This design comes from an exercise in tuning for small area, a short achievable clock period and few clock cycles per item on the open sky130 flow, not from production work.
RTL that was checked went through simulation tests only; none was proved equivalent to the original.
Power figures rest on the tool's default switching activity, not on a simulated workload.

// fsm_Hand
module fsm_Hand(clk,rst,start,ready,result,write1,write2,SVMin,datain);
make LEC_CHECK=0 CAP_MARGIN=20 CORE_MARGIN=2 CORE_UTILIZATION=65 CTS_CLUSTER_DIAMETER=60 CTS_CLUSTER_SIZE=30 SETUP_SLACK_MARGIN=4.65 SLEW_MARGIN=20 finish   # period 7.0 ns
run.sh (not shown) runs the stock make flow with config.mk's settings and CLKGATE_MAP_FILE= SYNTH_SCRIPT=/design/flow/synth_recipe.tcl, a recipe that flattens the netlist after the stock synthesis.
The baseline completed without violations.
Testbench counts at the start, summed over its fixed seeds: cycles 26,304, items 192.
Then changed:
- SETUP_SLACK_MARGIN: 4.65 -> 4.4
After rerunning: The changed run went through all stages and came out clean; total power went down by 1.8%; design area went down by 0.92%; synthesized area does not change; count of clock-buffer cells in the layout went down by 2; global-route usage went down by 0.64 points; combinational power went down by 11%; setup slack gets worse by 0.050 ns; wire length went down by 2.7%; via count went down by 1.3%.
Then changed:
- SETUP_SLACK_MARGIN: 4.4 -> 4.55
Synthesized cell count is unchanged.
Fmax rises by 1.7%.
Setup slack is better by 0.043 ns.
Design area barely changes.
Worst hold slack is about the same.
Die area does not change.
Power hardly moves.
Non-clock buffer count rises by 2.

========
== yarrow ==
fsm_Hand, a different RTL version from the one above (not shown whole).
Size in the first run: roughly 2900 cells after synthesis, about 890 flip-flops, roughly 18 I/O pins, ~0.040 mm² of cells after synthesis.
==> flow/design.v (excerpt) <==
module fsm_Hand(clk,rst,start,ready,result,write1,write2,SVMin,datain);
==> flow/config.mk <==
export PLATFORM = sky130hd
export DESIGN_NAME = fsm_Hand
export DESIGN_NICKNAME = fsm_Hand
export VERILOG_FILES = /design/flow/design.v
export SDC_FILE = /design/flow/constraint.sdc
export NUM_CORES = 4
export LEC_CHECK = 0
export ABC_CLOCK_PERIOD_IN_PS = 2500
export CAP_MARGIN = 20
export CORE_MARGIN = 2
export CORE_UTILIZATION = 40
export SETUP_SLACK_MARGIN = 4.3
export SLEW_MARGIN = 20
==> flow/constraint.sdc <==
create_clock -name core_clock -period 7.0 [get_ports {clk}]
set_input_delay 1.4000 -clock core_clock [delete_from_list [all_inputs] [get_ports {clk}]]
set_output_delay 1.4000 -clock core_clock [all_outputs]
set_load 0.01 [all_outputs]
In summary, yarrow completed successfully, with a layout that passed the timing, design-rule and antenna checks.
### yarrow -> willow
Settings: SETUP_SLACK_MARGIN removed (was 4.3).
Findings:
Taking yarrow as the reference, in willow clock tree buffer count of the final layout has decreased, cell area after layout has decreased, utilization has decreased.
willow against yarrow: setup slack shows a reduction of 1380 ps, worst hold slack shows an increase of 6.1 ps.
Function was not checked in any run of this note: the RTL went through the layout flow alone.

========
## the previous run
Another version of the RTL of fsm_Hand (not shown whole).
Size: about 2100 cells after synthesis, roughly 860 flip-flops, about 18 I/O pins, about 34000 sq um of cells after synthesis.
## fsm_Hand
module fsm_Hand(clk,rst,start,ready,result,write1,write2,SVMin,datain);
input clk,rst,start;
input write1;
input write2;
input signed [8:0] SVMin;
input signed [1:0] datain;
output result;
output ready;
reg ready;
reg result;
localparam IDLE = 2'd0, LW = 2'd1, LX = 2'd2, CP = 2'd3;
reg [1:0] st;
reg [3:0] row, col, k;
wire wbeat = (st == LW) & write1;
wire xbeat = (st == LX) & write2;
reg fin;
always @(posedge clk or negedge rst)
    if (!rst) begin
        st <= IDLE; ready <= 1'b0;
    end else
        case (st)
        IDLE: if (start) begin
                st <= LW; ready <= 1'b0;
              end
        LW:   if (write1 && row == 4'd10 && col == 4'd10) st <= LX;
        LX:   if (write2 && k == 4'd10) st <= CP;
        CP:   if (fin) begin
                ready <= 1'b1;
                st    <= IDLE;
              end
        endcase
always @(posedge clk) begin
    if (st == IDLE) begin
        row <= 4'd0; col <= 4'd0; k <= 4'd0;
  ...
clock: 7.0 ns
lec_check: 0
cap_margin: 20
core_margin: 2
core_utilization: 55
cts_cluster_size: 25
setup_slack_margin: 4.5
slew_margin: 20
Changes in the current run relative to the previous run:
- removing CTS_CLUSTER_SIZE (formerly 25)
- changing CORE_UTILIZATION from 55 to 60
- changing SETUP_SLACK_MARGIN from 4.5 to 4.7
==> comparison <==
- Count of clock-buffer cells in the layout in the current run vs the previous run: down 11%
- The current run against the previous run: clock period minus final worst setup slack increased by 69 ps relative to the old numbers, total routed wirelength moved up, total power draw now larger, die height saw a decrease, clock group share of total power increased by 0.7 points relative to the old numbers.
- In the current run the proportion of power drawn by combinational gates turned out 0.6 points higher than in the previous run.
- The current run does better than the previous run on first-pass GRT wire length.
- a1[8] as the source of the critical timing path was reported by the previous run, and a1[5] by the current run.
No run of this note included a check of the RTL's function; only the layout flow was run.

========
== the baseline ==
fsm_Hand, a different RTL version from the one above (not shown whole).
Size in the first run: ~2100 cells after synthesis, about 880 flip-flops, roughly 18 I/O pins, about 34000 um2 of cells after synthesis.
make LEC_CHECK=0 CAP_MARGIN=20 CORE_MARGIN=2 CORE_UTILIZATION=55 CTS_CLUSTER_SIZE=25 SETUP_SLACK_MARGIN=4.5 SLEW_MARGIN=20 finish   # period 7.0 ns
Testbench counts of the baseline, summed over its fixed seeds: cycles 26,112, items 192.
#### Input delta (the candidate over the baseline)
# the baseline
export LEC_CHECK = 0
export CAP_MARGIN = 20
export CORE_MARGIN = 2
export CORE_UTILIZATION = 55
export CTS_CLUSTER_SIZE = 25
export SETUP_SLACK_MARGIN = 4.5
export SLEW_MARGIN = 20
create_clock -name core_clock -period 7.0 [get_ports {clk}]
# the candidate
export LEC_CHECK = 0
export CAP_MARGIN = 20
export CORE_MARGIN = 2
export CORE_UTILIZATION = 65
export CTS_CLUSTER_DIAMETER = 60
export CTS_CLUSTER_SIZE = 30
export SETUP_SLACK_MARGIN = 4.4
export SLEW_MARGIN = 20
create_clock -name core_clock -period 7.0 [get_ports {clk}]
==> summary.txt <==
Met2 demand-to-capacity share in global routing: higher on the candidate
The candidate: minimum period implied by the final worst setup slack 0.0083 ns below the baseline
In the flow results for the candidate and the baseline, the total routed wire length on the met1 layer is smaller on the candidate.

========
## wip/cedar
fsm_Hand, a different RTL version from the one above (not shown whole).
Size: ~2,800 cells after synthesis, ~940 flip-flops, about 18 I/O pins.
// fsm_Hand
module fsm_Hand(clk,rst,start,ready,result,write1,write2,SVMin,datain);
input clk,rst,start;
input write1;
input write2;
input signed [8:0] SVMin;
input signed [1:0] datain;
output result;
output ready;
reg ready;
reg result;
localparam IDLE = 2'd0, LW = 2'd1, LX = 2'd2, CP = 2'd3;
reg [1:0] st;
reg [3:0] row, col, k;
wire wbeat = (st == LW) & write1;
wire xbeat = (st == LX) & write2;
wire x_pass = datain[0];
wire x_dbl  = datain[1] & ~datain[0];
wire x_neg  = datain[1];
reg fin;
always @(posedge clk or negedge rst)
    if (!rst) begin
        st <= IDLE; ready <= 1'b0;
    end else
        case (st)
        IDLE: if (start) begin
                st <= LW; ready <= 1'b0;
              end
        LW:   if (write1 && row == 4'd10 && col == 4'd10) st <= LX;
        LX:   if (write2 && k == 4'd10) st <= CP;
        CP:   if (fin) begin
                ready <= 1'b1;
                st    <= IDLE;
              end
        endcase
always @(posedge clk) begin
    if (st == IDLE) begin
        row <= 4'd0; col <= 4'd0; k <= 4'd0;
    end else begin
        if (wbeat) begin
            if (col == 4'd10) begin
                col <= 4'd0; row <= row + 4'd1;
            end else
                col <= col + 4'd1;
        end
        if (xbeat) k <= k + 4'd1;
    end
end
reg [8:0]  Wq;
reg [10:1] en;
reg        den;
reg        rot;
reg [9:0]  rtail;
reg [10:1] cp, cd, cn;          
reg        clr;                 
reg        dq1, dq4;            
reg [10:1] kh;                  
reg        sp, sd, sn, last;
reg [10:1] kh2;
reg        sp2, sd2, sn2, last2;
always @(posedge clk) begin : ctl
    integer c;
    Wq    <= SVMin;
    den   <= (wbeat & (col == row)) | xbeat;
    rot   <= col < row;
    clr   <= xbeat & (k == 4'd0);
    for (c = 1; c <= 10; c = c + 1) begin
        en[c] <= (wbeat & (((row < c) & (col == c)) | ((row == c) & (col < c)))) | xbeat;
  ...
make LEC_CHECK=0 CAP_MARGIN=20 CORE_MARGIN=2 CORE_UTILIZATION=40 SETUP_SLACK_MARGIN=4.5 SLEW_MARGIN=20 finish   # period 7.0 ns
> inputs changed (wip/cedar -> wip/maple)
# wip/cedar
export LEC_CHECK = 0
export CAP_MARGIN = 20
export CORE_MARGIN = 2
export CORE_UTILIZATION = 40
export SETUP_SLACK_MARGIN = 4.5
export SLEW_MARGIN = 20
create_clock -name core_clock -period 7.0 [get_ports {clk}]
# wip/maple
export LEC_CHECK = 0
export CAP_MARGIN = 20
export CORE_MARGIN = 2
export CORE_UTILIZATION = 55
export CTS_CLUSTER_SIZE = 25
export SETUP_SLACK_MARGIN = 4.5
export SLEW_MARGIN = 20
create_clock -name core_clock -period 7.0 [get_ports {clk}]
[summary]
Number of design-rule violations left by the first detailed-router iteration: wip/maple better than wip/cedar. Between wip/cedar and wip/maple, the flow reports largest voltage drop on the vdd net increasing by more than 10%. Between wip/cedar and wip/maple, the die footprint is higher for wip/cedar. wip/cedar -> wip/maple: count of H-tree levels built during CTS delta 0, exact match. Delta (wip/maple minus wip/cedar): final standard cell count with taps included and fillers excluded lost 8.2%, core utilization picked up an extra 17 points. wip/maple vs wip/cedar, final critical-path share of the clock period went down by 0.69 points. For wip/maple, the origin of the worst setup path was kh2[3], unlike wip/cedar, where it was kh2[1]. Of wip/cedar and wip/maple, the lower signed area change from the synthesized netlist to the final layout belongs to wip/maple. Setup WNS wip/cedar -> wip/maple: better.
No functional check of the RTL was part of any run of this note.

========
## run 1
fsm_Hand, a different RTL version from the one above (not shown whole).
Size: about 2800 cells after synthesis, about 910 flip-flops, ~18 I/O pins, roughly 38000 sq um of cells after synthesis.
## fsm_Hand
module fsm_Hand(clk,rst,start,ready,result,write1,write2,SVMin,datain);
Settings: LEC_CHECK=0, CAP_MARGIN=20, CORE_MARGIN=2, CORE_UTILIZATION=40, SLEW_MARGIN=20; clock period 7.0 ns.
Modified inputs, run 2 compared to run 1
--- a/flow/config.mk
+++ b/flow/config.mk
@@ -8,4 +8,5 @@
 export CAP_MARGIN = 20
 export CORE_MARGIN = 2
-export CORE_UTILIZATION = 40
+export CORE_UTILIZATION = 60
+export SETUP_SLACK_MARGIN = 4.5
 export SLEW_MARGIN = 20
--- outcome ---
- Both conditions hold for run 2: the flow ran to the end and the final layout passed the timing, design-rule and antenna checks.
- Looking at worst reg-to-reg path cell count across run 1 and run 2, the one that comes out higher is run 1.
- Final worst-path cycle share: run 2 vs run 1 down 9.7 points
- Between run 1 and run 2, site row count is lower for run 2, run 1 comes in above that.
- Diff run 1 and run 2: combinational power share lower in run 1
- Max detailed-route wire length across run 1 and run 2: run 2
- In the tables for run 1 and run 2, area added between synthesis and finish reads higher with run 2.
- Comparing data arrival time of the critical path for run 1 and run 2, the smaller number came from run 2.
> inputs changed (run 2 -> run 3)
--- a/flow/config.mk
+++ b/flow/config.mk
@@ -8,5 +8,5 @@
 export CAP_MARGIN = 20
 export CORE_MARGIN = 2
-export CORE_UTILIZATION = 60
+export CORE_UTILIZATION = 40
 export SETUP_SLACK_MARGIN = 4.5
 export SLEW_MARGIN = 20
Findings:
Diff run 2 -> run 3 | achievable frequency | up slightly. There was hardly any difference in hold slack between run 2 and run 3. [compare] base=run 2 new=run 3: largest driver fanout on the critical path up 5; final period demand of the worst path lost 0.042 ns.
Function was not checked in any run of this note: the RTL went through the layout flow alone.

## separate check: timing with driven ports
In the flow no input, the clock included, has a driving cell. The finished layouts below were timed again as built, in two steps. Step 1, drivers: a clkbuf_16 drives clk and a buf_2 each remaining input, both assumed. Step 2 adds t to the input delays and takes it off the output delays; t is the mean of the earliest and latest rising clock arrival at the registers after step 1. Input paths then give back, and output paths get back, about the clock's delay inside the block. Three values: no drivers, after step 1, after step 2; two values: the first two.
| run | t (ns) | slack for setup (ns) | hold WS [ns] | worst setup path after step 2 | clock arrival spread, ns |
|---|---|---|---|---|---|
| the first run of note 1 | 0.678 | 4.446 / 4.388 / 4.021 | 0.334 / 0.334 / 0.334 | input to register | 0.055 / 0.056 |
| the second run of note 1 | 0.674 | 4.396 / 4.368 / 3.731 | 0.335 / 0.335 / 0.335 | input to register | 0.037 / 0.036 |
| the third run of note 1 | 0.675 | 4.439 / 4.377 / 3.988 | 0.337 / 0.337 / 0.337 | input to register | 0.053 / 0.054 |
| yarrow | 0.734 | 3.058 / 3.058 / 3.058 | 0.350 / 0.350 / 0.350 | register to register | 0.044 / 0.044 |
| willow | 0.728 | 1.682 / 1.682 / 1.682 | 0.356 / 0.356 / 0.356 | register to register | 0.042 / 0.042 |
| the previous run | 0.702 | 4.115 / 4.115 / 3.825 | 0.332 / 0.332 / 0.332 | input to register | 0.049 / 0.049 |
| the current run | 0.697 | 4.046 / 4.046 / 4.046 | 0.332 / 0.332 / 0.332 | register to register | 0.056 / 0.055 |
| the baseline | 0.693 | 4.258 / 4.258 / 3.820 | 0.329 / 0.329 / 0.329 | input to register | 0.039 / 0.039 |
| the candidate | 0.664 | 4.266 / 4.266 / 3.888 | 0.344 / 0.344 / 0.344 | input to register | 0.038 / 0.038 |
| wip/cedar | 0.708 | 4.269 / 4.269 / 3.864 | 0.311 / 0.311 / 0.311 | input to register | 0.069 / 0.069 |
| wip/maple | 0.710 | 4.317 / 4.317 / 3.953 | 0.322 / 0.322 / 0.322 | input to register | 0.027 / 0.027 |
| run 1 | 0.723 | 3.047 / 3.047 / 3.047 | 0.394 / 0.394 / 0.394 | register to register | 0.051 / 0.050 |
| run 2 | 0.716 | 3.723 / 3.723 / 3.723 | 0.399 / 0.399 / 0.399 | register to register | 0.064 / 0.064 |
| run 3 | 0.722 | 3.766 / 3.766 / 3.766 | 0.398 / 0.398 / 0.398 | register to register | 0.056 / 0.056 |
After both steps setup and hold are still met in every run listed. For the second run of note 1, which loses most, drivers alone change the setup slack by -0.028 ns; drivers and shift together by -0.665 ns.
